What follows belongs to an exercise in optimizing a design on an open flow for small area; a production flow would make more cautious choices.
Where RTL was checked, it was by simulation tests only, not by an equivalence proof against the original.
For run 1, only the layout was checked, not whether the RTL still works.

## flow/design.v (module list and top-level ports; edited modules follow where they fit)
// module tv80_alu: 356 lines
// module tv80_reg: 67 lines
// module tv80_mcode: 2185 lines
// module tv80_core: 1122 lines
// module tv80s: 121 lines
// module z80: 47 lines
module z80 (
    input  wire         clk,
    input  wire         cen,
    input  wire         reset_n,
    input  wire         wait_n,
    input  wire         int_n,
    input  wire         nmi_n,
    input  wire         busrq_n,
    input  wire [7:0]   di,
    output wire [7:0]   dout,
    output wire         doe,
    output wire [15:0]  A,
    output wire         m1_n,
    output wire         mreq_n,
    output wire         iorq_n,
    output wire         rd_n,
    output wire         wr_n,
    output wire         rfsh_n,
    output wire         halt_n,
    output wire         busak_n
);
  // ...
==> flow/flow/run.sh <==
#!/bin/bash
set -euo pipefail
HERE=$(pwd)
FLOWDIR=$HERE/flow
sed 's#^source \$::env(SCRIPTS_DIR)/synth_preamble.tcl#source $::env(SCRIPTS_DIR)/synth_preamble.tcl\nset abc_args [lreplace $abc_args 1 1 '"$FLOWDIR"'/area.abc]#' \
  "$FLOW_HOME/scripts/synth.tcl" > "$HERE/my_synth.tcl"
grep -q "area.abc" "$HERE/my_synth.tcl"
sed 's#source \$::env(SCRIPTS_DIR)/synth.tcl#source '"$HERE"'/my_synth.tcl#' synth_recipe.tcl > "$HERE/my_synth_recipe.tcl"
grep -q "my_synth.tcl" "$HERE/my_synth_recipe.tcl"
sed -e 's#SYNTH_SCRIPT=[^ ]*#SYNTH_SCRIPT='"$HERE"'/my_synth_recipe.tcl#' standard.sh > "$HERE/my_standard.sh"
EXTRA=()
if [[ -f $FLOWDIR/extra.mk ]]; then
  while IFS= read -r line; do
    [[ -z "$line" || "$line" == \#* ]] && continue
    EXTRA+=("$line")
  done < "$FLOWDIR/extra.mk"
fi
printf '%s\n' "${EXTRA[@]}" > "$HERE/extra_args.log"
bash "$HERE/my_standard.sh" "${EXTRA[@]}" finish > "$HERE/flow_make.log" 2>&1
==> flow/flow/area.abc <==
&get -n
&st
&deepsyn -T 60
&dch -f
&nf -p
&put
topo
==> flow/flow/extra.mk <==
BUFFER_PORTS_ARGS=-buffer_cell sky130_fd_sc_hd__buf_1
CTS_ARGS=-sink_clustering_enable -repair_clock_nets -dont_use_dummy_load -buf_list sky130_fd_sc_hd__clkbuf_8 -sink_clustering_size 12 -sink_clustering_max_diameter 80
RECOVER_POWER=100
==> flow/standard.sh <==
#!/bin/bash
# synth_recipe.tcl (not shown) runs the flow's synth.tcl, then flattens the netlist and writes it again
# the make line also repeats each setting of config.mk as NAME=value (left out here)
make -C /OpenROAD-flow-scripts/flow DESIGN_CONFIG=/design/flow/config.mk WORK_HOME=/design/flow/orfs CLKGATE_MAP_FILE= SYNTH_SCRIPT=/design/flow/synth_recipe.tcl "${@:-finish}"
==> flow/config.mk <==
export PLATFORM = sky130hd
export DESIGN_NAME = z80
export DESIGN_NICKNAME = z80
export VERILOG_FILES = /design/flow/design.v
export SDC_FILE = /design/flow/constraint.sdc
export NUM_CORES = 4
export LEC_CHECK = 0
export CAP_MARGIN = 20
export CORE_MARGIN = 2
export CORE_UTILIZATION = 45
export SLEW_MARGIN = 20
==> flow/constraint.sdc <==
create_clock -name core_clock -period 12.0 [get_ports {clk}]
set_input_delay 2.4000 -clock core_clock [delete_from_list [all_inputs] [get_ports {clk}]]
set_output_delay 2.4000 -clock core_clock [all_outputs]
set_load 0.01 [all_outputs]
==> flow_summary_export.csv, run 1 <==
group,metric,value,unit
timing,skew,0.0996,ns
grt,grt_util_met1,61.8,%
synthesis,ys_warn_count,5,
status,status,"finished with violations",
timing,report.final.slew_viol_count,153,
run,drv_cap,5,
layout,fin_util,49.7,%
die,core_region_area,57400,µm²
timing,worstMarginPinSlew,3.05,ns
placement,gpl_congestion,1.14,
layout,n_multi_input_combinational_cell,2598,
layout,buf_share,3.31,%
synthesis,mappedNetlistNets,3172,
setup_path,setup.worst_path.end_class,"flip-flop",
synthesis,netlist_top_cells_count,"sky130_fd_sc_hd__nand2_1, sky130_fd_sc_hd__nor2_1, sky130_fd_sc_hd__a21oi_1, sky130_fd_sc_hd__o21ai_0, sky130_fd_sc_hd__edfxtp_1",
routing,detail_route.first_pass.iterations,10,
timing,post-route-min-period,10.54,ns
routing,maxUsedRoutingLayer,"met5",
worst_hold_path,min_path_cells,2,
clocking,cts.clk_slew.worst_paths,0.09,ns
routing,viasPerCell,7.58,
clocking,cts-buffers-inserted,37,
grt,global_route.overflow_total,0,
setup_path,worst_ep_arrival_time,10.87,ns
layout,signal_buffers,153,
status,layout.failed_checks,"max-capacitance violations, max-slew violations",
timing,final-setup-viol-count,0,
synthesis,synth_area,26000,µm²
setup_path,critical_path.n_buffers_inverters,4,
==> module tv80_core, before the edit <==
module tv80_core ( 
  m1_n, iorq, no_read, write, rfsh_n, halt_n, busak_n, A, dout, mc,
  ts, intcycle_n, IntE, stop,
  reset_n, clk, cen, wait_n, int_n, nmi_n, busrq_n, dinst, di
  );
  parameter Mode = 1;    
  parameter IOWait = 1;  
  parameter Flag_C = 0;
  parameter Flag_N = 1;
  parameter Flag_P = 2;
  parameter Flag_X = 3;
  parameter Flag_H = 4;
  parameter Flag_Y = 5;
  parameter Flag_Z = 6;
  parameter Flag_S = 7;
  input     reset_n;
  input     clk;
  input     cen;
  input     wait_n;
  input     int_n;
  input     nmi_n;
  input     busrq_n;
  output    m1_n;
  output    iorq;
  output    no_read;
  output    write;
  output    rfsh_n;
  output    halt_n;
  output    busak_n;
  output [15:0] A;
  input [7:0]   dinst;
  input [7:0]   di;
  output [7:0]  dout;
  output [6:0]  mc;
  output [6:0]  ts;
  output        intcycle_n;
  output        IntE;
  output        stop;
  reg    m1_n;
  reg    iorq;
  reg    rfsh_n;
  reg    halt_n;
  reg    busak_n;
  reg [15:0] A;
  reg [7:0]  dout;
  reg [6:0]  mc;
  reg [6:0]  ts;
  reg   intcycle_n;
  reg   IntE;
  reg   stop;
  parameter     aNone    = 3'b111;
  parameter     aBC      = 3'b000;
  parameter     aDE      = 3'b001;
  parameter     aXY      = 3'b010;
  parameter     aIOA     = 3'b100;
  parameter     aSP      = 3'b101;
  parameter     aZI      = 3'b110;
  reg [7:0]     ACC, F;
  reg [7:0]     Ap, Fp;
  reg [7:0]     I;
  reg [7:0]     R;
  reg [15:0]    SP, PC;
  reg [7:0]     RegDIH;
  reg [7:0]     RegDIL;
  wire [15:0]   RegBusA;
  wire [15:0]   RegBusB;
  wire [15:0]   RegBusC;
  reg [2:0]     RegAddrA_r;
  reg [2:0]     RegAddrA;
  reg [2:0]     RegAddrB_r;
  reg [2:0]     RegAddrB;
  reg [2:0]     RegAddrC;
  reg           RegWEH;
  reg           RegWEL;
  reg           Alternate;
  reg [15:0]    TmpAddr;         
  reg [7:0]     IR;              
  reg [1:0]     ISet;            
  reg [1:0]     SwapDH;          
  reg [15:0]    ID16;
  reg [7:0]     Save_Mux;
  reg [2:0]     tnum;            
  reg [2:0]     mnum;            
  wire [6:0]    tstate = 7'b0000001 << tnum;
  wire [6:0]    mcycle = 7'b0000001 << (mnum - 3'd1);
  reg           last_mcycle, last_tstate;
  reg           IntE_FF1;
  reg           IntE_FF2;
  reg           Halt_FF;
  reg           BusReq_s;
  reg           BusAck;
  reg           ClkEn;
  reg           NMI_s;
  reg           INT_s;
  reg [1:0]     IStatus;
  reg [7:0]     DI_Reg;
  reg           T_Res;
  reg [1:0]     XY_State;
  reg [2:0]     Pre_XY_F_M;
  reg           NextIs_XY_Fetch;
  reg           XY_Ind;
  reg           No_BTR;
  reg           BTR_r;
  reg           Auto_Wait;
  reg           Auto_Wait_t1;
  reg           Auto_Wait_t2;
  reg           IncDecZ;
  reg [7:0]     BusB;
  reg [7:0]     BusA;
  wire [7:0]    ALU_Q;
  wire [7:0]    F_Out;
  reg [4:0]     Read_To_Reg_r;
  reg           Arith16_r;
  reg           Z16_r;
  reg [3:0]     ALU_Op_r;
  reg           Save_ALU_r;
  reg           PreserveC_r;
  reg [2:0]     mcycles;
  wire [2:0]    mcycles_d;
  wire [2:0]    tstates;
  reg           IntCycle;
  reg           NMICycle;
  wire          Inc_PC;
  wire          Inc_WZ;
  wire [3:0]    IncDec_16;
  wire [1:0]    Prefix;
  wire          Read_To_Acc;
  wire          Read_To_Reg;
  wire [3:0]     Set_BusB_To;
  wire [3:0]     Set_BusA_To;
  wire [3:0]     ALU_Op;
  wire           Save_ALU;
  wire           PreserveC;
  wire           Arith16;
  wire [2:0]     Set_Addr_To;
  wire           Jump;
  wire           JumpE;
  wire           JumpXY;
  wire           Call;
  wire           RstP;
  wire           LDZ;
  wire           LDW;
  wire           LDSPHL;
  wire           iorq_i;
  wire [2:0]     Special_LD;
  wire           ExchangeDH;
  wire           ExchangeRp;
  wire           ExchangeAF;
  wire           ExchangeRS;
  wire           I_DJNZ;
  wire           I_CPL;
  wire           I_CCF;
  wire           I_SCF;
  wire           I_RETN;
  wire           I_BT;
  wire           I_BC;
  wire           I_BTR;
  wire           I_RLD;
  wire           I_RRD;
  wire           I_INRC;
  wire           SetDI;
  wire           SetEI;
  wire [1:0]     IMode;
  wire           Halt;
  reg [15:0]     PC16;
  reg [15:0]     PC16_B;
  reg [15:0]     SP16, SP16_A, SP16_B;
  reg [15:0]     ID16_B;
  reg            Oldnmi_n;
  tv80_mcode #(Mode, Flag_C, Flag_N, Flag_P, Flag_X, Flag_H, Flag_Y, Flag_Z, Flag_S) i_mcode
    (
     .IR                   (IR),
     .ISet                 (ISet),
     .MCycle               (mcycle),
     .F                    (F),
     .NMICycle             (NMICycle),
     .IntCycle             (IntCycle),
     .MCycles              (mcycles_d),
     .TStates              (tstates),
     .Prefix               (Prefix),
     .Inc_PC               (Inc_PC),
     .Inc_WZ               (Inc_WZ),
     .IncDec_16            (IncDec_16),
     .Read_To_Acc          (Read_To_Acc),
     .Read_To_Reg          (Read_To_Reg),
     .Set_BusB_To          (Set_BusB_To),
     .Set_BusA_To          (Set_BusA_To),
     .ALU_Op               (ALU_Op),
     .Save_ALU             (Save_ALU),
     .PreserveC            (PreserveC),
     .Arith16              (Arith16),
     .Set_Addr_To          (Set_Addr_To),
     .IORQ                 (iorq_i),
     .Jump                 (Jump),
     .JumpE                (JumpE),
     .JumpXY               (JumpXY),
     .Call                 (Call),
     .RstP                 (RstP),
     .LDZ                  (LDZ),
     .LDW                  (LDW),
     .LDSPHL               (LDSPHL),
     .Special_LD           (Special_LD),
     .ExchangeDH           (ExchangeDH),
     .ExchangeRp           (ExchangeRp),
     .ExchangeAF           (ExchangeAF),
     .ExchangeRS           (ExchangeRS),
     .I_DJNZ               (I_DJNZ),
     .I_CPL                (I_CPL),
     .I_CCF                (I_CCF),
     .I_SCF                (I_SCF),
     .I_RETN               (I_RETN),
     .I_BT                 (I_BT),
     .I_BC                 (I_BC),
     .I_BTR                (I_BTR),
     .I_RLD                (I_RLD),
     .I_RRD                (I_RRD),
     .I_INRC               (I_INRC),
     .SetDI                (SetDI),
     .SetEI                (SetEI),
     .IMode                (IMode),
     .Halt                 (Halt),
     .NoRead               (no_read),
     .Write                (write)
     );
  tv80_alu #(Mode, Flag_C, Flag_N, Flag_P, Flag_X, Flag_H, Flag_Y, Flag_Z, Flag_S) i_alu
    (
     .Arith16              (Arith16_r),
     .Z16                  (Z16_r),
     .ALU_Op               (ALU_Op_r),
     .IR                   (IR[5:0]),
     .ISet                 (ISet),
     .BusA                 (BusA),
     .BusB                 (BusB),
     .F_In                 (F),
     .Q                    (ALU_Q),
     .F_Out                (F_Out)
     );
  always @( mnum or mcycles or tnum or tstates)
    begin
      last_mcycle = (mnum == mcycles);
      last_tstate = (tnum == tstates);
    end  
  always @( ALU_Q or BusAck or BusB or DI_Reg
	   or ExchangeRp or IR or Save_ALU_r or Set_Addr_To or XY_Ind
	   or XY_State or cen or last_tstate or mcycle)
    begin
      ClkEn = cen && ~ BusAck;
      if (last_tstate)
        T_Res = 1'b1;
      else T_Res = 1'b0;
      if (XY_State != 2'b00 && XY_Ind == 1'b0 &&
          ((Set_Addr_To == aXY) ||
           (mcycle[0] && IR == 8'b11001011) ||
           (mcycle[0] && IR == 8'b00110110)))
        NextIs_XY_Fetch = 1'b1;
      else
        NextIs_XY_Fetch = 1'b0;
      if (ExchangeRp)
        Save_Mux = BusB;
      else if (!Save_ALU_r)
        Save_Mux = DI_Reg;
      else
        Save_Mux = ALU_Q;
    end  
  always @ (posedge clk or negedge reset_n)
    begin
      if (reset_n == 1'b0 )
        begin
          PC <= 0;   
          A <= 0;
          TmpAddr <= 0;
          IR <= 8'b00000000;
          ISet <= 2'b00;
          XY_State <= 2'b00;
          IStatus <= 2'b00;
          mcycles <= 3'b000;
          dout <= 8'b00000000;
          ACC <= 8'hFF;
          F <= 8'hFF;
          Ap <= 8'hFF;
          Fp <= 8'hFF;
          I <= 0;
          R <= 0;
          SP <= 16'hFFFF;
          Alternate <= 1'b0;
          Read_To_Reg_r <= 5'b00000;
          Arith16_r <= 1'b0;
          BTR_r <= 1'b0;
          Z16_r <= 1'b0;
          ALU_Op_r <= 4'b0000;
          Save_ALU_r <= 1'b0;
          PreserveC_r <= 1'b0;
          XY_Ind <= 1'b0;
        end
      else
        begin
          if (ClkEn == 1'b1 )
            begin
              ALU_Op_r <= 4'b0000;
              Save_ALU_r <= 1'b0;
              Read_To_Reg_r <= 5'b00000;
              mcycles <= mcycles_d;
              if (IMode != 2'b11 )
                begin
                  IStatus <= IMode;
                end
              Arith16_r <= Arith16;
              PreserveC_r <= PreserveC;
              if (ISet == 2'b10 && ALU_Op[2] == 1'b0 && ALU_Op[0] == 1'b1 && mcycle[2] )
                begin
                  Z16_r <= 1'b1;
                end
              else
                begin
                  Z16_r <= 1'b0;
                end
              if (mcycle[0] && (tstate[1] | tstate[2] | tstate[3] ))
                begin
                  if (tstate[2] && wait_n == 1'b1 )
                    begin
                      if (Mode < 2 )
                        begin
                          A[7:0] <= R;
                          A[15:8] <= I;
                          R[6:0] <= R[6:0] + 1;
                        end
                      if (Jump == 1'b0 && Call == 1'b0 && NMICycle == 1'b0 && IntCycle == 1'b0 && ~ (Halt_FF == 1'b1 || Halt == 1'b1) )
                        begin
                          PC <= PC16;
                        end
                      if (IntCycle == 1'b1 && IStatus == 2'b01 )
                        begin
                          IR <= 8'b11111111;
                        end
                      else if (Halt_FF == 1'b1 || (IntCycle == 1'b1 && IStatus == 2'b10) || NMICycle == 1'b1 )
                        begin
                          IR <= 8'b00000000;
			  TmpAddr[7:0] <= dinst;  
                        end
                      else
                        begin
                          IR <= dinst;
                        end
                      ISet <= 2'b00;
                      if (Prefix != 2'b00 )
                        begin
                          if (Prefix == 2'b11 )
                            begin
                              if (IR[5] == 1'b1 )
                                begin
                                  XY_State <= 2'b10;
                                end
                              else
                                begin
                                  XY_State <= 2'b01;
                                end
                            end
                          else
                            begin
                              if (Prefix == 2'b10 )
                                begin
                                  XY_State <= 2'b00;
                                  XY_Ind <= 1'b0;
                                end
                              ISet <= Prefix;
                            end
                        end
                      else
                        begin
                          XY_State <= 2'b00;
                          XY_Ind <= 1'b0;
                        end
                    end  
                end
              else
                begin
                  if (mcycle[5] )
                    begin
                      XY_Ind <= 1'b1;
                      if (Prefix == 2'b01 )
                        begin
                          ISet <= 2'b01;
                        end
                    end
                  if (T_Res == 1'b1 )
                    begin
                      BTR_r <= (I_BT || I_BC || I_BTR) && ~ No_BTR;
                      if (Jump == 1'b1 )
                        begin
                          A[15:8] <= DI_Reg;
                          A[7:0] <= TmpAddr[7:0];
                          PC[15:8] <= DI_Reg;
                          PC[7:0] <= TmpAddr[7:0];
                        end
                      else if (JumpXY == 1'b1 )
                        begin
                          A <= RegBusC;
                          PC <= RegBusC;
                        end else if (Call == 1'b1 || RstP == 1'b1 )
                          begin
                            A <= TmpAddr;
                            PC <= TmpAddr;
                          end
                        else if (last_mcycle && NMICycle == 1'b1 )
                          begin
                            A <= 16'b0000000001100110;
                            PC <= 16'b0000000001100110;
                          end
                        else if (mcycle[2] && IntCycle == 1'b1 && IStatus == 2'b10 )
                          begin
                            A[15:8] <= I;
                            A[7:0] <= TmpAddr[7:0];
                            PC[15:8] <= I;
                            PC[7:0] <= TmpAddr[7:0];
                          end
                        else
                          begin
                            case (Set_Addr_To)
                              aXY :
                                begin
                                  if (XY_State == 2'b00 )
                                    begin
                                      A <= RegBusC;
                                    end
                                  else
                                    begin
                                      if (NextIs_XY_Fetch == 1'b1 )
                                        begin
                                          A <= PC;
                                        end
                                      else
                                        begin
                                          A <= TmpAddr;
                                        end
                                    end  
                                end  
                              aIOA :
                                begin
                                  if (Mode == 3 )
                                    begin
                                      A[15:8] <= 8'hFF;
                                    end
                                  else if (Mode == 2 )
                                    begin
                                      A[15:8] <= DI_Reg;
                                    end
                                  else
                                    begin
                                      A[15:8] <= ACC;
                                    end
                                  A[7:0] <= DI_Reg;
                                end  
                              aSP :
                                begin
                                  A <= SP;
                                end
                              aBC :
                                begin
                                  if (Mode == 3 && iorq_i == 1'b1 )
                                    begin
                                      A[15:8] <= 8'hFF;
                                      A[7:0] <= RegBusC[7:0];
                                    end
                                  else
                                    begin
                                      A <= RegBusC;
                                    end
                                end  
                              aDE :
                                begin
                                  A <= RegBusC;
                                end
                              aZI :
                                begin
                                  if (Inc_WZ == 1'b1 )
                                    begin
                                      A <= TmpAddr + 1;
                                    end
                                  else
                                    begin
                                      A[15:8] <= DI_Reg;
                                      A[7:0] <= TmpAddr[7:0];
                                    end
                                end  
                              default   :
                                begin
                                  A <= PC;
                                end
                            endcase  
                          end  
                      Save_ALU_r <= Save_ALU;
                      ALU_Op_r <= ALU_Op;
                      if (I_CPL == 1'b1 )
                        begin
                          ACC <= ~ ACC;
                          F[Flag_Y] <= ~ ACC[5];
                          F[Flag_H] <= 1'b1;
                          F[Flag_X] <= ~ ACC[3];
                          F[Flag_N] <= 1'b1;
                        end
                      if (I_CCF == 1'b1 )
                        begin
                          F[Flag_C] <= ~ F[Flag_C];
                          F[Flag_Y] <= ACC[5];
                          F[Flag_H] <= F[Flag_C];
                          F[Flag_X] <= ACC[3];
                          F[Flag_N] <= 1'b0;
                        end
                      if (I_SCF == 1'b1 )
                        begin
                          F[Flag_C] <= 1'b1;
                          F[Flag_Y] <= ACC[5];
                          F[Flag_H] <= 1'b0;
                          F[Flag_X] <= ACC[3];
                          F[Flag_N] <= 1'b0;
                        end
                    end  
                  if (tstate[2] && wait_n == 1'b1 )
                    begin
                      if (ISet == 2'b01 && mcycle[6] )
                        begin
                          IR <= dinst;
                        end
                      if (JumpE == 1'b1 )
                        begin
                          PC <= PC16;
                        end
                      else if (Inc_PC == 1'b1 )
                        begin
                          PC <= PC16;
                        end
                      if (BTR_r == 1'b1 )
                        begin
                          PC <= PC16;
                        end
                      if (RstP == 1'b1 )
                        begin
                          TmpAddr <= { 10'h0, IR[5:3], 3'h0 };
                        end
                    end
                  if (tstate[3] && mcycle[5] )
                    begin
                      TmpAddr <= SP16;
                    end
                  if ((tstate[2] && wait_n == 1'b1) || (tstate[4] && mcycle[0]) )
                    begin
                      if (IncDec_16[2:0] == 3'b111 )
                        begin
                          SP <= SP16;
                        end
                    end
                  if (LDSPHL == 1'b1 )
                    begin
                      SP <= RegBusC;
                    end
                  if (ExchangeAF == 1'b1 )
                    begin
                      Ap <= ACC;
                      ACC <= Ap;
                      Fp <= F;
                      F <= Fp;
                    end
                  if (ExchangeRS == 1'b1 )
                    begin
                      Alternate <= ~ Alternate;
                    end
                end  
              if (tstate[3] )
                begin
                  if (LDZ == 1'b1 )
                    begin
                      TmpAddr[7:0] <= DI_Reg;
                    end
                  if (LDW == 1'b1 )
                    begin
                      TmpAddr[15:8] <= DI_Reg;
                    end
                  if (Special_LD[2] == 1'b1 )
                    begin
                      case (Special_LD[1:0])
                        2'b00 :
                          begin
                            ACC <= I;
                            F[Flag_P] <= IntE_FF2;
			    F[Flag_Z] <= (I == 0);
			    F[Flag_S] <= I[7];
			    F[Flag_H] <= 0;
			    F[Flag_N] <= 0;
                          end
                        2'b01 :
                          begin
                            ACC <= R;
                            F[Flag_P] <= IntE_FF2;
			    F[Flag_Z] <= (I == 0);
			    F[Flag_S] <= I[7];
			    F[Flag_H] <= 0;
			    F[Flag_N] <= 0;
                          end
                        2'b10 :
                          I <= ACC;
                        default :
                          R <= ACC;
                      endcase
                    end
                end  
              if ((I_DJNZ == 1'b0 && Save_ALU_r == 1'b1) || ALU_Op_r == 4'b1001 )
                begin
                  if (Mode == 3 )
                    begin
                      F[6] <= F_Out[6];
                      F[5] <= F_Out[5];
                      F[7] <= F_Out[7];
                      if (PreserveC_r == 1'b0 )
                        begin
                          F[4] <= F_Out[4];
                        end
                    end
                  else
                    begin
                      F[7:1] <= F_Out[7:1];
                      if (PreserveC_r == 1'b0 )
                        begin
                          F[Flag_C] <= F_Out[0];
                        end
                    end
                end  
              if (T_Res == 1'b1 && I_INRC == 1'b1 )
                begin
                  F[Flag_H] <= 1'b0;
                  F[Flag_N] <= 1'b0;
                  if (DI_Reg[7:0] == 8'b00000000 )
                    begin
                      F[Flag_Z] <= 1'b1;
                    end
                  else
                    begin
                      F[Flag_Z] <= 1'b0;
                    end
                  F[Flag_S] <= DI_Reg[7];
                  F[Flag_P] <= ~ (^DI_Reg[7:0]);
                end  
              if (tstate[1] && Auto_Wait_t1 == 1'b0 )
                begin
                  dout <= BusB;
                  if (I_RLD == 1'b1 )
                    begin
                      dout[3:0] <= BusA[3:0];
                      dout[7:4] <= BusB[3:0];
                    end
                  if (I_RRD == 1'b1 )
                    begin
                      dout[3:0] <= BusB[7:4];
                      dout[7:4] <= BusA[3:0];
                    end
                end
              if (T_Res == 1'b1 )
                begin
                  Read_To_Reg_r[3:0] <= Set_BusA_To;
                  Read_To_Reg_r[4] <= Read_To_Reg;
                  if (Read_To_Acc == 1'b1 )
                    begin
                      Read_To_Reg_r[3:0] <= 4'b0111;
                      Read_To_Reg_r[4] <= 1'b1;
                    end
                end
              if (tstate[1] && I_BT == 1'b1 )
                begin
                  F[Flag_X] <= ALU_Q[3];
                  F[Flag_Y] <= ALU_Q[1];
                  F[Flag_H] <= 1'b0;
                  F[Flag_N] <= 1'b0;
                end
              if (I_BC == 1'b1 || I_BT == 1'b1 )
                begin
                  F[Flag_P] <= IncDecZ;
                end
              if ((tstate[1] && Save_ALU_r == 1'b0 && Auto_Wait_t1 == 1'b0) ||
                  (Save_ALU_r == 1'b1 && ALU_Op_r != 4'b0111) )
                begin
                  case (Read_To_Reg_r)
                    5'b10111 :
                      ACC <= Save_Mux;
                    5'b10110 :
                      dout <= Save_Mux;
                    5'b11000 :
                      SP[7:0] <= Save_Mux;
                    5'b11001 :
                      SP[15:8] <= Save_Mux;
                    5'b11011 :
                      F <= Save_Mux;
                    default : ;
                  endcase
                end  
            end  
        end  
    end
  always @ (posedge clk)
    begin
      if (ClkEn == 1'b1 )
        begin
          RegAddrA_r <=  { Alternate, Set_BusA_To[2:1] };
          if (XY_Ind == 1'b0 && XY_State != 2'b00 && Set_BusA_To[2:1] == 2'b10 )
            begin
              RegAddrA_r <= { XY_State[1],  2'b11 };
            end
          RegAddrB_r <= { Alternate, Set_BusB_To[2:1] };
          if (XY_Ind == 1'b0 && XY_State != 2'b00 && Set_BusB_To[2:1] == 2'b10 )
            begin
              RegAddrB_r <= { XY_State[1],  2'b11 };
            end
          RegAddrC <= { Alternate,  Set_Addr_To[1:0] };
          if ((JumpXY == 1'b1 || LDSPHL == 1'b1) )
            begin
              RegAddrC <= { Alternate, 2'b10 };
            end
          if (((JumpXY == 1'b1 || LDSPHL == 1'b1) && XY_State != 2'b00) || (mcycle[5]) )
            begin
              RegAddrC <= { XY_State[1],  2'b11 };
            end
          if (I_DJNZ == 1'b1 && Save_ALU_r == 1'b1 && Mode < 2 )
            begin
              IncDecZ <= F_Out[Flag_Z];
            end
          if ((tstate[2] || (tstate[3] && mcycle[0])) && IncDec_16[2:0] == 3'b100 )
            begin
              if (ID16 == 0 )
                begin
                  IncDecZ <= 1'b0;
                end
              else
                begin
                  IncDecZ <= 1'b1;
                end
            end
          if (ExchangeDH == 1'b1 && tstate[3])
            SwapDH[Alternate] <= ~SwapDH[Alternate];
        end
    end  
  always @( Alternate or ExchangeDH or IncDec_16
	   or RegAddrA_r or RegAddrB_r or XY_State or mcycle or tstate)
    begin
      if ((tstate[2] || (tstate[3] && mcycle[0] && IncDec_16[2] == 1'b1)) && XY_State == 2'b00)
        RegAddrA = { Alternate, IncDec_16[1:0] };
      else if ((tstate[2] || (tstate[3] && mcycle[0] && IncDec_16[2] == 1'b1)) && IncDec_16[1:0] == 2'b10)
        RegAddrA = { XY_State[1], 2'b11 };
      else
        RegAddrA = RegAddrA_r;
      RegAddrB = RegAddrB_r;
    end  
  always @( ALU_Op_r or Auto_Wait_t1 or ExchangeDH
	   or IncDec_16 or Read_To_Reg_r or Save_ALU_r or mcycle
	   or tstate or wait_n)
    begin
      RegWEH = 1'b0;
      RegWEL = 1'b0;
      if ((tstate[1] && ~Save_ALU_r && ~Auto_Wait_t1) ||
          (Save_ALU_r && (ALU_Op_r != 4'b0111)) )
        begin
          case (Read_To_Reg_r)
            5'b10000 , 5'b10001 , 5'b10010 , 5'b10011 , 5'b10100 , 5'b10101 :
              begin
                RegWEH = ~ Read_To_Reg_r[0];
                RegWEL = Read_To_Reg_r[0];
              end  
            default : ;
          endcase  
        end  
      if (IncDec_16[2] && ((tstate[2] && wait_n && ~mcycle[0]) || (tstate[3] && mcycle[0])) )
        begin
          case (IncDec_16[1:0])
            2'b00 , 2'b01 , 2'b10 :
              begin
                RegWEH = 1'b1;
                RegWEL = 1'b1;
              end  
            default : ;
          endcase
        end
    end  
  always @( ID16 or IncDec_16
	   or RegBusB or Save_Mux or mcycle or tstate)
    begin
      RegDIH = Save_Mux;
      RegDIL = Save_Mux;
      if (IncDec_16[2] == 1'b1 && ((tstate[2] && ~mcycle[0]) || (tstate[3] && mcycle[0])) )
        begin
          RegDIH = ID16[15:8];
          RegDIL = ID16[7:0];
        end
    end
  tv80_reg i_reg
    (
     .clk                  (clk),
     .SwapDH               (SwapDH),
     .CEN                  (ClkEn),
     .WEH                  (RegWEH),
     .WEL                  (RegWEL),
     .AddrA                (RegAddrA),
     .AddrB                (RegAddrB),
     .AddrC                (RegAddrC),
     .DIH                  (RegDIH),
     .DIL                  (RegDIL),
     .DOAH                 (RegBusA[15:8]),
     .DOAL                 (RegBusA[7:0]),
     .DOBH                 (RegBusB[15:8]),
     .DOBL                 (RegBusB[7:0]),
     .DOCH                 (RegBusC[15:8]),
     .DOCL                 (RegBusC[7:0])
     );
  always @ (posedge clk)
    begin
      if (ClkEn == 1'b1 )
        begin
          case (Set_BusB_To)
            4'b0111 :
              BusB <= ACC;
            4'b0000 , 4'b0001 , 4'b0010 , 4'b0011 , 4'b0100 , 4'b0101 :
              begin
                if (Set_BusB_To[0] == 1'b1 )
                  begin
                    BusB <= RegBusB[7:0];
                  end
                else
                  begin
                    BusB <= RegBusB[15:8];
                  end
              end
            4'b0110 :
              BusB <= DI_Reg;
            4'b1000 :
              BusB <= SP[7:0];
            4'b1001 :
              BusB <= SP[15:8];
            4'b1010 :
              BusB <= 8'b00000001;
            4'b1011 :
              BusB <= F;
            4'b1100 :
              BusB <= PC[7:0];
            4'b1101 :
              BusB <= PC[15:8];
            4'b1110 :
              BusB <= 8'b00000000;
            default :
              BusB <= 8'h0;
          endcase
          case (Set_BusA_To)
            4'b0111 :
              BusA <= ACC;
            4'b0000 , 4'b0001 , 4'b0010 , 4'b0011 , 4'b0100 , 4'b0101 :
              begin
                if (Set_BusA_To[0] == 1'b1 )
                  begin
                    BusA <= RegBusA[7:0];
                  end
                else
                  begin
                    BusA <= RegBusA[15:8];
                  end
              end
            4'b0110 :
              BusA <= DI_Reg;
            4'b1000 :
              BusA <= SP[7:0];
            4'b1001 :
              BusA <= SP[15:8];
            4'b1010 :
              BusA <= 8'b00000000;
            default :
              BusA <=  8'h0;
          endcase
        end
    end
  always @ (posedge clk or negedge reset_n)
    begin
      if (reset_n == 1'b0 )
        begin
          rfsh_n <= 1'b1;
        end
      else
        begin
          if (cen == 1'b1 )
            begin
              if (mcycle[0] && ((tstate[2]  && wait_n == 1'b1) || tstate[3]) )
                begin
                  rfsh_n <= 1'b0;
                end
              else
                begin
                  rfsh_n <= 1'b1;
                end
            end
        end
    end  
  always @( BusAck or Halt_FF or I_DJNZ or IntCycle
	   or IntE_FF1 or di or iorq_i or mcycle or tstate)
    begin
      mc = mcycle;
      ts = tstate;
      DI_Reg = di;
      halt_n = ~ Halt_FF;
      busak_n = ~ BusAck;
      intcycle_n = ~ IntCycle;
      IntE = IntE_FF1;
      iorq = iorq_i;
      stop = I_DJNZ;
    end
  always @ (posedge clk or negedge reset_n)
    begin : sync_inputs
      if (~reset_n)
        begin
          BusReq_s <= 1'b0;
          INT_s <= 1'b0;
          NMI_s <= 1'b0;
          Oldnmi_n <= 1'b0;
        end
      else
        begin
          if (cen == 1'b1 )
            begin
              BusReq_s <= ~ busrq_n;
              INT_s <= ~ int_n;
              if (NMICycle == 1'b1 )
                begin
                  NMI_s <= 1'b0;
                end
              else if (nmi_n == 1'b0 && Oldnmi_n == 1'b1 )
                begin
                  NMI_s <= 1'b1;
                end
              Oldnmi_n <= nmi_n;
            end
        end
    end
  always @ (posedge clk or negedge reset_n)
    begin
      if (reset_n == 1'b0 )
        begin
          mnum <= 3'd1;
          tnum <= 3'd0;
          Pre_XY_F_M <= 3'b000;
          Halt_FF <= 1'b0;
          BusAck <= 1'b0;
          NMICycle <= 1'b0;
          IntCycle <= 1'b0;
          IntE_FF1 <= 1'b0;
          IntE_FF2 <= 1'b0;
          No_BTR <= 1'b0;
          Auto_Wait_t1 <= 1'b0;
          Auto_Wait_t2 <= 1'b0;
          m1_n <= 1'b1;
        end
      else
        begin
          if (cen == 1'b1 )
            begin
              if (T_Res == 1'b1 )
                begin
                  Auto_Wait_t1 <= 1'b0;
                end
              else
                begin
		  Auto_Wait_t1 <= Auto_Wait || (iorq_i & ~Auto_Wait_t2);
                end
              Auto_Wait_t2 <= Auto_Wait_t1 & !T_Res;
              No_BTR <= (I_BT && (~ IR[4] || ~ F[Flag_P])) ||
                        (I_BC && (~ IR[4] || F[Flag_Z] || ~ F[Flag_P])) ||
                        (I_BTR && (~ IR[4] || F[Flag_Z]));
              if (tstate[2] )
                begin
                  if (SetEI == 1'b1 )
                    begin
                      if (!NMICycle)
                        IntE_FF1 <= 1'b1;
                      IntE_FF2 <= 1'b1;
                    end
                  if (I_RETN == 1'b1 )
                    begin
                      IntE_FF1 <= IntE_FF2;
                    end
                end
              if (tstate[3] )
                begin
                  if (SetDI == 1'b1 )
                    begin
                      IntE_FF1 <= 1'b0;
                      IntE_FF2 <= 1'b0;
                    end
                end
              if (IntCycle == 1'b1 || NMICycle == 1'b1 )
                begin
                  Halt_FF <= 1'b0;
                end
              if (mcycle[0] && tstate[2] && wait_n == 1'b1 )
                begin
                  m1_n <= 1'b1;
                end
              if (BusReq_s == 1'b1 && BusAck == 1'b1 )
                begin
                end
              else
                begin
                  BusAck <= 1'b0;
                  if (tstate[2] && wait_n == 1'b0 )
                    begin
                    end
                  else if (T_Res == 1'b1 )
                    begin
                      if (Halt == 1'b1 )
                        begin
                          Halt_FF <= 1'b1;
                        end
                      if (BusReq_s == 1'b1 )
                        begin
                          BusAck <= 1'b1;
                        end
                      else
                        begin
                          tnum <= 3'd1;
                          if (NextIs_XY_Fetch == 1'b1 )
                            begin
                              mnum <= 3'd6;
                              Pre_XY_F_M <= mnum;
                              if (IR == 8'b00110110 && Mode == 0 )
                                begin
                                  Pre_XY_F_M <= 3'b010;
                                end
                            end
                          else if ((mcycle[6]) || (mcycle[5] && Mode == 1 && ISet != 2'b01) )
                            begin
                              mnum <= Pre_XY_F_M + 3'd1;
                            end
                          else if ((last_mcycle) ||
                                   No_BTR == 1'b1 ||
                                   (mcycle[1] && I_DJNZ == 1'b1 && IncDecZ == 1'b1) )
                            begin
                              m1_n <= 1'b0;
                              mnum <= 3'd1;
                              IntCycle <= 1'b0;
                              NMICycle <= 1'b0;
                              if (NMI_s == 1'b1 && Prefix == 2'b00 )
                                begin
                                  NMICycle <= 1'b1;
                                  IntE_FF1 <= 1'b0;
                                end
                              else if ((IntE_FF1 == 1'b1 && INT_s == 1'b1) && Prefix == 2'b00 && SetEI == 1'b0 )
                                begin
                                  IntCycle <= 1'b1;
                                  IntE_FF1 <= 1'b0;
                                  IntE_FF2 <= 1'b0;
                                end
                            end
                          else
                            begin
                              mnum <= (mnum == 3'd7) ? 3'd1 : mnum + 3'd1;
                            end
                        end
                    end
                  else
                    begin    
                      if ( ~(Auto_Wait == 1'b1 && Auto_Wait_t2 == 1'b0) &&
                           ~(IOWait == 1 && iorq_i == 1'b1 && Auto_Wait_t1 == 1'b0) )
                        begin
                          tnum <= (tnum == 3'd6) ? 3'd0 : tnum + 3'd1;
                        end
                    end
                end
              if (tstate[0])
                begin
                  m1_n <= 1'b0;
                end
            end
        end
    end
  always @( BTR_r or DI_Reg or IncDec_16 or JumpE or PC
	   or RegBusA or RegBusC or SP or tstate)
    begin
      if (JumpE == 1'b1 )
        begin
          PC16_B = { {8{DI_Reg[7]}}, DI_Reg };
        end
      else if (BTR_r == 1'b1 )
        begin
          PC16_B = -2;
        end
      else
        begin
          PC16_B = 1;
        end
      if (tstate[3])
        begin
          SP16_A = RegBusC;
          SP16_B = { {8{DI_Reg[7]}}, DI_Reg };
        end
      else
        begin
          SP16_A = SP;
          if (IncDec_16[3] == 1'b1)
            SP16_B = -1;
          else
            SP16_B = 1;
        end
      if (IncDec_16[3])
        ID16_B = -1;
      else
        ID16_B = 1;
      ID16 = RegBusA + ID16_B;
      PC16 = PC + PC16_B;
      SP16 = SP16_A + SP16_B;
    end  
  always @( IntCycle or NMICycle or mcycle)
    begin
      Auto_Wait = 1'b0;
      if (IntCycle == 1'b1 || NMICycle == 1'b1 )
        begin
          if (mcycle[0] )
            begin
              Auto_Wait = 1'b1;
            end
        end
    end  
endmodule  
==> inputs of run 2 (changes only) <==
--- a/flow/design.v
+++ b/flow/design.v
@@ -3343,3 +3343,3 @@
           if (ExchangeDH == 1'b1 && tstate[3])
-            SwapDH[Alternate] <= ~SwapDH[Alternate];
+            SwapDH <= SwapDH ^ { Alternate, ~Alternate };
         end
==> flow/flow/area.abc (replaced) <==
&get -n
&st
&deepsyn -T 60
&dch -f
&nf -p -R 1000
&put
topo
==> flow/flow/extra.mk (replaced) <==
BUFFER_PORTS_ARGS=-buffer_cell sky130_fd_sc_hd__buf_1
CTS_ARGS=-sink_clustering_enable -repair_clock_nets -dont_use_dummy_load -buf_list sky130_fd_sc_hd__clkbuf_8 -sink_clustering_size 12 -sink_clustering_max_diameter 80
==> run 2 against run 1 <==
Effect of this change: the run now finishes clean; final cell count fell by 1.4%; synthesized cell count fell by 2.0%; non-clock buffer count rose by 11; flip-flop and latch count did not move; via count rose by 2.1%; hold slack barely moved; clock skew rose by 0.0055 ns.
==> flow_summary_export.csv, run 2 <==
group,metric,value,unit
setup_path,critical_path.startpoint_type,"flip-flop",
die,core_region_area,56600,µm²
setup_path,setup.worst_path.end_class,"flip-flop",
synthesis,netlist_top_cells_count,"sky130_fd_sc_hd__nand2_1, sky130_fd_sc_hd__nor2_1, sky130_fd_sc_hd__a21oi_1, sky130_fd_sc_hd__o21ai_0, sky130_fd_sc_hd__edfxtp_1",
routing,detail_route.first_pass.iterations,14,
synthesis,yosysTopAreaCellShare,18.1,%
setup_path,max_stage_delay,0.79,ns
synthesis,yosysUniqueCellTypes,66,
routing,num_vias,31000,
synthesis,postSynth.asyncResetShare,54.8,%
setup_path,critical_path.reg2reg.startpoint,"tv80s.i_tv80_core.mnum[0]",
clocking,clock_tree.htree_level_count,2,
clocking,clockRootBuffer,"sky130_fd_sc_hd__clkbuf_8",
synthesis,mappedNetlistNets,3111,
synthesis,synth-main-ff-cell,"sky130_fd_sc_hd__edfxtp_1",
layout,mostFrequentLayoutCells,"sky130_fd_sc_hd__nand2_1, sky130_fd_sc_hd__nor2_1, sky130_fd_sc_hd__a21oi_1, sky130_fd_sc_hd__o21ai_0, sky130_fd_sc_hd__edfxtp_1",
synthesis,ys_seq_area_share,36.7,%
routing,detail_route_antenna_nets,0,
die,die_x,244,µm
clocking,number_of_buffers_inserted_for_hold_repair_after_clock_tree_synthesis,0,
die,core.rowCount,87,
clocking,worst_skew_pair_later_pin_latency,0.68,ns
layout,final_layout_size_suffix_gt1_share,7.92,%
timing,fin_setup_tns,0,ns
die,io-pin-count,48,
timing,period_share,91.4,%
timing,timing.hold.ws,0.485,ns
routing,post-route-drc-count,0,
synthesis,synth_area_leader_cell,"sky130_fd_sc_hd__edfxtp_1",
timing,final-setup-viol-count,0,
setup_path,cp-startpoint,"tv80s.i_tv80_core.mnum[0]",
setup_path,crit_slowest_cell,"sky130_fd_sc_hd__mux2i_2",
synthesis,yosys_register_bits,345,
timing,skew,0.105,ns
setup_path,critical_path.max_fanout,15,
grt,global_route.overflow_total,0,
synthesis,ys_warn_count,5,
clocking,clockBufferDepth,3,
synthesis,synth_area,25900,µm²
routing,drtIter0Drc,6886,
status,status,"finished clean",
routing,routed_wirelength,152000,µm
layout,fin_util,50.6,%
timing,post-route-min-period,10.97,ns
routing,viasPerCell,7.85,
clocking,clock-sinks,345,
timing,grt_setup_unrepaired,"false",
synthesis,synth-edff-count,156,
grt,grt_first_pass_wirelength,213000,µm
timing,relative_slew_margins,9.62,%
placement,placement.io_buffers,47,
grt,globalRouteTotalUtil,49.4,%
die,floorplan.initialDensity,45.7,%
clocking,cts.repair.resized,0,
layout,biggestRegsByFlops,"tv80s.i_tv80_core.i_reg.RegsH (64), tv80s.i_tv80_core.i_reg.RegsL (64)",
setup_path,timing_worst_setup_path_type,"flip-flop to flip-flop",
synthesis,yosys.cell_count.top_type,"sky130_fd_sc_hd__nand2_1",
run,drv_cap,0,
setup_path,worst_ep_arrival_time,11.26,ns
grt,grt_antenna_before_repair,7,
timing,max_freq,91.2,MHz
clocking,cts-buffers-inserted,38,
layout,syn_to_final_growth,10.7,%
timing,worstMarginPinSlew,1.35,ns
worst_hold_path,worst_hold_path_startpoint,"tv80s.i_tv80_core.Read_To_Reg_r[4]",
layout,most_common_cell_after_layout_fill_and_taps_aside,"sky130_fd_sc_hd__nand2_1",
timing,report.final.slew_viol_count,0,
placement,gpl_congestion,1.11,
grt,maximum_number_of_pins_on_one_net_before_global_route_repair,84,
clocking,cts.clk_slew.worst_paths,0.09,ns
layout,layout.nets,3315,
routing,routed_wire_length_per_instance,38.5,µm
grt,first_global_vias,28900,
clocking,post_cts_buffers,0,
timing,timing.final.hold_violations,0,
synthesis,post_synth_inst_count,2980,
setup_path,required,12.29,ns
clocking,cts_tree,"built",
synthesis,per_instance_average_area_after_synthesis,8.68,µm²
synthesis,synthTopCellsByArea,"sky130_fd_sc_hd__edfxtp_1, sky130_fd_sc_hd__dfrtp_1, sky130_fd_sc_hd__dfstp_2",
die,fp.dieArea,59400,µm²
setup_path,worst_path_most_repeated_cell,"sky130_fd_sc_hd__a21o_1",
worst_hold_path,hold_class,"flip-flop to flip-flop",
placement,hpwl,114000,µm
die,chipHeight,244,µm
==> run 2: cell count changes after synthesis, moves of 15 or more <==
| cell | delta |
|---|---|
| sky130_fd_sc_hd__a221oi_1 | +37 |
| sky130_fd_sc_hd__nand3_1 | -15 |
| sky130_fd_sc_hd__a22o_1 | +27 |
| sky130_fd_sc_hd__a222oi_1 | -21 |
| sky130_fd_sc_hd__nand2_1 | -23 |
| sky130_fd_sc_hd__nor2_1 | -17 |
| sky130_fd_sc_hd__a21oi_1 | -26 |
| sky130_fd_sc_hd__nor2b_1 | -29 |
| sky130_fd_sc_hd__a21o_1 | +16 |
| sky130_fd_sc_hd__o221ai_1 | +19 |
| sky130_fd_sc_hd__nor3_1 | +21 |
==> run 2: final timing paths <==
kind,cells after the start,slack [ns],to
max,40,1.03,tv80s.i_tv80_core.i_reg.RegsH[1][6]
min,2,0.48,tv80s.i_tv80_core.Read_To_Reg_r[4]
max reg2reg,40,1.03,tv80s.i_tv80_core.i_reg.RegsH[1][6]
min reg2reg,2,0.48,tv80s.i_tv80_core.Read_To_Reg_r[4]
max in group asynchronous,2,8.68,tv80s.i_tv80_core.Read_To_Reg_r[0]
min in group asynchronous,1,1.82,tv80s.i_tv80_core.NMI_s
==> run 2: kinds of logic (layout without fill, tap and decap cells) <==
| family | after synthesis | in the layout | synth area share [%] |
|---|---|---|---|
| buffers and inverters | 98 | 300 | 1.42 |
| multiplexers | 47 | 47 | 1.95 |
| adder cells (fa/ha/maj) | 116 | 116 | 5.85 |
| other | 0 | 8 | 0 |
| flip-flops | 345 | 345 | 36.7 |
| AO/OA/AOI/OAI | 1142 | 1142 | 30.7 |
| XOR/XNOR | 99 | 99 | 3.35 |
| AND/OR/NAND/NOR | 1133 | 1133 | 20.1 |
==> run 2: critical path: cells and delay by family (launching register included) <==
kind	cells	cell delay (ns)
fa+ha+maj	3	1.00
mux	2	1.21
buf+inv	3	0.50
simple gates	10	2.62
xor+xnor	1	0.12
compound gates	21	4.52
flops	1	0.62
==> run 2: cell type report <==
cell class                      instances  area, µm²
Inverter                               98        368
Timing Repair Buffer                  164       1060
Clock buffer                           38        523
Antenna cell                            8       20.0
Multi-Input combinational cell       2537      16200
Tap cell                              756        946
Fill cell                            5346      28000
Sequential cell                       345       9480
==> run 2: stage by stage <==
step	instance area (µm²)	cells	worst slack, ns
final	28600	3946	1.03
after global placement	28100	3899	1.71
after floorplan	25900	2980	1.78
after global routing	28600	3938	0.470
after detailed placement	28100	3899	1.31
after CTS	28600	3937	1.24
==> run 2: per-layer routing <==
metal,track usage (%),share of wire [%],wire length [µm]
met1,63.9,36,55400
met2,69.9,40,60700
met3,20.0,16,24700
met4,26.9,7.2,11000
met5,0,0.038,57
==> inputs of run 3 (changes only) <==
--- a/flow/config.mk
+++ b/flow/config.mk
@@ -7,5 +7,5 @@
 export LEC_CHECK = 0
-export CAP_MARGIN = 20
+export CAP_MARGIN = 10
 export CORE_MARGIN = 2
-export CORE_UTILIZATION = 45
-export SLEW_MARGIN = 20
+export CORE_UTILIZATION = 52
+export SLEW_MARGIN = 10
==> run 3 against run 2 <==
Effect of this change: still clean on timing, DRC and antenna; clock skew down 0.052 ns; non-clock buffer count grew 19; register-to-register slack got worse by 0.17 ns; maximum frequency down 1.5%; largest cell class unchanged.
==> flow_summary_export.csv, run 3 <==
group,metric,value,unit
timing,period_share,92.8,%
synthesis,synth_area,25900,µm²
synthesis,ys_warn_count,5,
setup_path,timing_worst_setup_path_type,"flip-flop to flip-flop",
timing,timing.hold.ws,0.495,ns
routing,viasPerCell,8.06,
synthesis,per_instance_average_area_after_synthesis,8.62,µm²
synthesis,ys_seq_area_share,36.6,%
clocking,worst_skew_pair_later_pin_latency,0.65,ns
layout,most_common_cell_after_layout_fill_and_taps_aside,"sky130_fd_sc_hd__nand2_1",
synthesis,netlist_top_cells_count,"sky130_fd_sc_hd__nand2_1, sky130_fd_sc_hd__nor2_1, sky130_fd_sc_hd__a21oi_1, sky130_fd_sc_hd__o21ai_0, sky130_fd_sc_hd__edfxtp_1",
synthesis,mappedNetlistNets,3136,
die,chipHeight,227,µm
routing,post-route-drc-count,0,
timing,fin_setup_tns,0,ns
timing,relative_slew_margins,10.7,%
routing,routed_wirelength,142000,µm
timing,post-route-min-period,11.14,ns
layout,nFillCells,4408,
worst_hold_path,hold_class,"flip-flop to flip-flop",
layout,mostFrequentLayoutCells,"sky130_fd_sc_hd__nand2_1, sky130_fd_sc_hd__nor2_1, sky130_fd_sc_hd__a21oi_1, sky130_fd_sc_hd__o21ai_0, sky130_fd_sc_hd__edfxtp_1",
setup_path,setup.worst_path.end_class,"flip-flop",
grt,maximum_number_of_pins_on_one_net_before_global_route_repair,165,
layout,biggestRegsByFlops,"tv80s.i_tv80_core.i_reg.RegsH (64), tv80s.i_tv80_core.i_reg.RegsL (64)",
setup_path,critical_path.startpoint_type,"flip-flop",
grt,first_global_vias,29400,
timing,skew,0.0535,ns
setup_path,worst_path_most_repeated_cell,"sky130_fd_sc_hd__a21o_1",
routing,drtIter0Drc,7188,
clocking,cts-buffers-inserted,36,
setup_path,max_stage_delay,0.74,ns
synthesis,synth-edff-count,156,
synthesis,synth-main-ff-cell,"sky130_fd_sc_hd__edfxtp_1",
synthesis,synth_area_leader_cell,"sky130_fd_sc_hd__edfxtp_1",
layout,fin_util,58.2,%
routing,num_vias,31400,
placement,gpl_congestion,1.15,
clocking,clock-sinks,345,
setup_path,critical_path.max_fanout,16,
timing,post-route-worst-setup-slack,0.862,ns
synthesis,yosys.cell_count.top_type,"sky130_fd_sc_hd__nand2_1",
synthesis,yosysUniqueCellTypes,66,
timing,max_freq,89.8,MHz
layout,final_layout_size_suffix_gt1_share,7.79,%
synthesis,yosysTopAreaCellShare,18.1,%
setup_path,crit_slowest_cell,"sky130_fd_sc_hd__dfrtp_1",
synthesis,post_synth_inst_count,3005,
grt,grt_first_pass_wirelength,202000,µm
status,status,"finished clean",
die,die_x,227,µm
die,floorplan.initialDensity,52.8,%
placement,hpwl,105000,µm
placement,dp_worst_setup_slack,0.969,ns
grt,global_route.overflow_total,0,
grt,globalRouteTotalUtil,54.1,%
placement,placement.io_buffers,47,
timing,timing.final.hold_violations,0,
die,core_region_area,49100,µm²
clocking,clockRootBuffer,"sky130_fd_sc_hd__clkbuf_8",
synthesis,yosys_register_bits,345,
die,core.rowCount,81,
synthesis,synthTopCellsByArea,"sky130_fd_sc_hd__edfxtp_1, sky130_fd_sc_hd__dfrtp_1, sky130_fd_sc_hd__dfstp_2",
run,drv_cap,0,
timing,grt_setup_unrepaired,"false",
timing,final-setup-viol-count,0,
clocking,cts.clk_slew.worst_paths,0.10,ns
grt,grt_antenna_before_repair,11,
clocking,clockBufferDepth,3,
clocking,clock_tree.htree_level_count,2,
routing,detail_route.first_pass.iterations,22,
die,io-pin-count,48,
timing,report.final.slew_viol_count,0,
timing,worstMarginPinSlew,1.34,ns
routing,detail_route_antenna_nets,0,
layout,layout.nets,3357,
setup_path,required,12.34,ns
clocking,cts_tree,"built",
setup_path,worst_ep_arrival_time,11.47,ns
layout,syn_to_final_growth,10.2,%
synthesis,postSynth.asyncResetShare,54.8,%
routing,routed_wire_length_per_instance,36.5,µm
die,fp.dieArea,51600,µm²
## run 3: logic make-up after synthesis
logic type	Yosys count	share of synthesized area (%)
xor gates and xnor gates	105	3.55
adders and majority gates	116	5.83
AOI/OAI and AO/OA	1133	30.0
DFF	345	36.6
muxes	44	1.81
buffers and inverters	90	1.30
and+or+nand+nor	1172	20.9
## run 3: final timing paths
| path | startpoint | to | slack (ns) | depth (start not counted) |
|---|---|---|---|---|
| worst max-delay path | tv80s.i_tv80_core.IR[4] | tv80s.i_tv80_core.i_reg.RegsH[1][7] | 0.86 | 45 |
| min in group asynchronous | reset_n | tv80s.i_tv80_core.mnum[1] | 1.74 | 1 |
| worst max register to register | tv80s.i_tv80_core.IR[4] | tv80s.i_tv80_core.i_reg.RegsH[1][7] | 0.86 | 45 |
| max in group asynchronous | reset_n | tv80s.i_tv80_core.A[13] | 8.85 | 2 |
| worst min-delay path | tv80s.i_tv80_core.A[2] | tv80s.i_tv80_core.A[2] | 0.50 | 2 |
| worst min register to register | tv80s.i_tv80_core.A[2] | tv80s.i_tv80_core.A[2] | 0.50 | 2 |
## run 3: critical path: cells and delay by family (launching register included)
kind | cells | cell delay, ns
compound gates | 22 | 4.90
simple gates | 16 | 2.74
mux | 2 | 0.90
xor+xnor | 2 | 0.78
flops | 1 | 0.74
buf+inv | 2 | 0.37
fa+ha+maj | 1 | 0.35
## run 3: stage by stage
stage          area [µm²]  instances
2_1_floorplan       25900       3005
3_3_place_gp        28100       3852
3_5_place_dp        28100       3852
4_1_cts             28600       3888
5_1_grt             28600       3889
6_report            28600       3893
## run 3: area by class of cell
class | instances | area (µm²) | share of cell area [%]
multi-input combinational | 2570 | 16200 | 56.7
sequential | 345 | 9480 | 33.2
timing repair buffer | 183 | 1210 | 4.25
tap | 664 | 831 | 2.91
clock buffer | 36 | 495 | 1.73
inverter | 90 | 338 | 1.18
antenna | 5 | 12.5 | 0.0438
## run 3: layer usage
layer | vias to the layer above | track usage [%] | part of all wire [%]
met5 | - | 0.664 | 0.089
met4 | 10 | 42.1 | 11
met3 | 1159 | 24.5 | 17
met2 | 3393 | 74.7 | 39
met1 | 14500 | 65.3 | 33
li1 | 12300 | - | -
## run 3: timing repair
item	CTS	global route
buffers inserted	0	0
gates resized for setup	0	1
setup endpoints to repair	0	8
hold buffers	0	0
==> inputs of run 4 (changes only) <==
==> flow/run.sh (new file) <==
#!/bin/bash
# synth_recipe.tcl (not shown) runs the flow's synth.tcl, then flattens the netlist and writes it again
# the make line also repeats each setting of config.mk as NAME=value (left out here)
make -C /OpenROAD-flow-scripts/flow DESIGN_CONFIG=/design/flow/config.mk WORK_HOME=/design/flow/orfs CLKGATE_MAP_FILE= SYNTH_SCRIPT=/design/flow/synth_recipe.tcl finish
--- a/flow/config.mk
+++ b/flow/config.mk
@@ -7,5 +7,8 @@
 export LEC_CHECK = 0
-export CAP_MARGIN = 10
+export CAP_MARGIN = 20
 export CORE_MARGIN = 2
-export CORE_UTILIZATION = 52
-export SLEW_MARGIN = 10
+export CORE_UTILIZATION = 45
+export CTS_BUF_LIST = sky130_fd_sc_hd__clkbuf_8
+export CTS_CLUSTER_DIAMETER = 80
+export CTS_CLUSTER_SIZE = 12
+export SLEW_MARGIN = 20
removed: flow/flow/run.sh
removed: flow/flow/area.abc
removed: flow/flow/extra.mk
removed: flow/standard.sh
==> run 4 against run 3 <==
Effect of this change: maximum frequency grew 14%; global-route usage down 5.8 points; non-clock buffer count up 24; via count up 25%; synthesized cell count up 44%; clock skew increased by 0.024 ns; setup slack improved by 1.3 ns; flip-flop and latch count unchanged; largest cell class unchanged; hold slack worse by 0.020 ns.
==> flow_summary_export.csv, run 4 <==
group,metric,value,unit
synthesis,post_synth_inst_count,4322,
synthesis,yosysTopAreaCellShare,13.9,%
die,die_x,277,µm
synthesis,synthTopCellsByArea,"sky130_fd_sc_hd__edfxtp_1, sky130_fd_sc_hd__dfrtp_1, sky130_fd_sc_hd__a21oi_1",
layout,final_layout_size_suffix_gt1_share,10.5,%
synthesis,per_instance_average_area_after_synthesis,7.78,µm²
grt,maximum_number_of_pins_on_one_net_before_global_route_repair,93,
grt,grt_antenna_before_repair,15,
timing,grt_setup_unrepaired,"false",
die,floorplan.initialDensity,45.3,%
setup_path,timing_worst_setup_path_type,"flip-flop to flip-flop",
grt,grt_first_pass_wirelength,270000,µm
routing,drtIter0Drc,7601,
layout,syn_to_final_growth,6.94,%
routing,num_vias,39100,
clocking,clock_tree.htree_level_count,2,
synthesis,netlist_top_cells_count,"sky130_fd_sc_hd__nand2_1, sky130_fd_sc_hd__a21oi_1, sky130_fd_sc_hd__nor2_1, sky130_fd_sc_hd__o21ai_0, sky130_fd_sc_hd__clkbuf_1",
clocking,cts-buffers-inserted,37,
worst_hold_path,hold_class,"flip-flop to flip-flop",
timing,final-setup-viol-count,0,
timing,timing.final.hold_violations,0,
clocking,cts.clk_slew.worst_paths,0.09,ns
synthesis,synth-main-ff-cell,"sky130_fd_sc_hd__edfxtp_1",
setup_path,worst_ep_arrival_time,10.27,ns
timing,timing.hold.ws,0.475,ns
timing,relative_slew_margins,16.5,%
placement,gpl_congestion,1.09,
setup_path,worst_path_most_repeated_cell,"sky130_fd_sc_hd__o21ai_0",
setup_path,setup.worst_path.end_class,"flip-flop",
clocking,cts_tree,"built",
die,fp.dieArea,76900,µm²
die,io-pin-count,48,
routing,detail_route.first_pass.iterations,10,
synthesis,yosysUniqueCellTypes,127,
grt,global_route.overflow_total,0,
routing,detail_route_antenna_nets,0,
synthesis,postSynth.asyncResetShare,54.8,%
layout,mostFrequentLayoutCells,"sky130_fd_sc_hd__nand2_1, sky130_fd_sc_hd__a21oi_1, sky130_fd_sc_hd__nor2_1, sky130_fd_sc_hd__o21ai_0, sky130_fd_sc_hd__mux2i_1",
synthesis,yosys_register_bits,345,
timing,max_freq,102,MHz
synthesis,synth-edff-count,156,
timing,report.final.slew_viol_count,0,
setup_path,max_stage_delay,1.08,ns
placement,placement.io_buffers,47,
setup_path,worst_r2r_path_depth,32,
setup_path,crit_slowest_cell,"sky130_fd_sc_hd__nor3_2",
timing,skew,0.0775,ns
routing,routed_wire_length_per_instance,36.8,µm
die,chipHeight,277,µm
run,drv_cap,0,
synthesis,synth_area_leader_cell,"sky130_fd_sc_hd__edfxtp_1",
routing,viasPerCell,7.50,
synthesis,synth_area,33600,µm²
clocking,clockRootBuffer,"sky130_fd_sc_hd__clkbuf_8",
clocking,clock-sinks,345,
die,core.rowCount,100,
placement,hpwl,142000,µm
timing,fin_setup_tns,0,ns
status,status,"finished clean",
timing,worstMarginPinSlew,1.25,ns
layout,layout.nets,4343,
synthesis,mappedNetlistNets,4453,
clocking,clockBufferDepth,3,
setup_path,required,12.48,ns
routing,post-route-drc-count,0,
clocking,post_cts_buffers,0,
clocking,cts.repair.resized,0,
setup_path,critical_path.startpoint_type,"flip-flop",
setup_path,critical_path.max_fanout,41,
clocking,worst_skew_pair_later_pin_latency,0.69,ns
timing,post-route-min-period,9.80,ns
layout,most_common_cell_after_layout_fill_and_taps_aside,"sky130_fd_sc_hd__nand2_1",
grt,globalRouteTotalUtil,48.3,%
timing,period_share,81.6,%
synthesis,yosys.cell_count.top_type,"sky130_fd_sc_hd__nand2_1",
synthesis,ys_seq_area_share,28.2,%
clocking,number_of_buffers_inserted_for_hold_repair_after_clock_tree_synthesis,0,
die,core_region_area,74200,µm²
layout,biggestRegsByFlops,"tv80s.i_tv80_core.i_reg.RegsH (64), tv80s.i_tv80_core.i_reg.RegsL (64)",
routing,routed_wirelength,192000,µm
worst_hold_path,min_path_cells,2,
synthesis,ys_warn_count,5,
grt,first_global_vias,35400,
run 4: path summary, 6_finish.rpt:
kind                                          from                         to  slack [ns]
setup / recovery           tv80s.i_tv80_core.IR[2]  tv80s.i_tv80_core.IncDecZ        2.20
hold / removal                        tv80s.iorq_n               tv80s.iorq_n        0.48
setup reg to reg           tv80s.i_tv80_core.IR[2]  tv80s.i_tv80_core.IncDecZ        2.20
hold reg to reg                       tv80s.iorq_n               tv80s.iorq_n        0.48
max in group asynchronous                  reset_n     tv80s.i_tv80_core.R[1]        8.79
min in group asynchronous                  reset_n  tv80s.i_tv80_core.dout[4]        1.78
run 4: logic make-up (layout without fill, tap and decap cells):
family                   after synthesis  after routing  share of synthesized area (%)
multiplexers                         203            203                           6.28
other                                  0              5                              0
AO/OA/AOI/OAI                       1621           1621                           31.5
AND/OR/NAND/NOR                     1441           1441                           20.6
buffers and inverters                484            403                           6.04
adder cells (fa/ha/maj)              116            116                           4.50
flip-flops                           345            345                           28.2
XOR/XNOR                             112            112                           2.92
run 4: critical path, delay by kind of cell (launching register included):
| kind | cells | cell delay (ns) |
|---|---|---|
| and+or+nand+nor | 10 | 3.53 |
| buffers and inverters | 3 | 1.07 |
| DFF | 1 | 0.60 |
| adders and majority gates | 1 | 0.38 |
| AOI/OAI and AO/OA | 18 | 3.96 |
run 4: stage by stage:
| step | setup slack [ns] | util, % | instances | area (µm²) |
|---|---|---|---|---|
| final | 2.20 | 48.4 | 5215 | 35900 |
| after global routing | 1.65 | 48.4 | 5211 | 35900 |
| after CTS | 2.48 | 48.4 | 5209 | 35900 |
| after detailed placement | 2.59 | 47.4 | 5141 | 35100 |
| after global placement | 2.79 | 47.3 | 5141 | 35100 |
| after floorplan | 4.48 | - | 4322 | 33600 |
run 4: final cells by class:
type                       count  area [µm²]
fill                        7352       38300
multi-input combinational   3493       22300
sequential                   345        9490
timing repair buffer         207        1680
tap                          969        1210
clock buffer                  37         509
inverter                     128         482
clock inverter                31         238
antenna                        5        12.5
run 4: metal layers:
| layer | up-vias | track usage, % | wire, µm |
|---|---|---|---|
| met4 | 18 | 34.0 | 18000 |
| li1 | 16100 | - | - |
| met5 | - | 0 | 135 |
| met1 | 18700 | 60.7 | 69400 |
| met3 | 946 | 15.1 | 26200 |
| met2 | 3407 | 70.3 | 78400 |

[afterwards: timing with drivers on the ports]
Ports are ideal in the flow. The routed layouts listed here were re-timed in OpenROAD. Step 1 assumes that a clkbuf_16 drives the clock port and a buf_2 every other input. Step 2, shift: input delay + t, output delay - t, t = (earliest + latest rising clock arrival at the registers) / 2. This alone moves slack from input paths to output paths. a / b / c = ideal / step 1 / step 2; a / b = the first two.
run	t, ns	setup WS [ns]	hold slack, ns	worst setup path after step 2
run 1	0.674	1.464 / 1.464 / 1.464	0.485 / 0.485 / 0.485	register to register
run 2	0.690	1.034 / 1.034 / 1.034	0.485 / 0.485 / 0.485	register to register
run 3	0.678	0.862 / 0.862 / 0.862	0.495 / 0.495 / 0.495	register to register
run 4	0.716	2.203 / 2.203 / 2.203	0.475 / 0.475 / 0.475	register to register
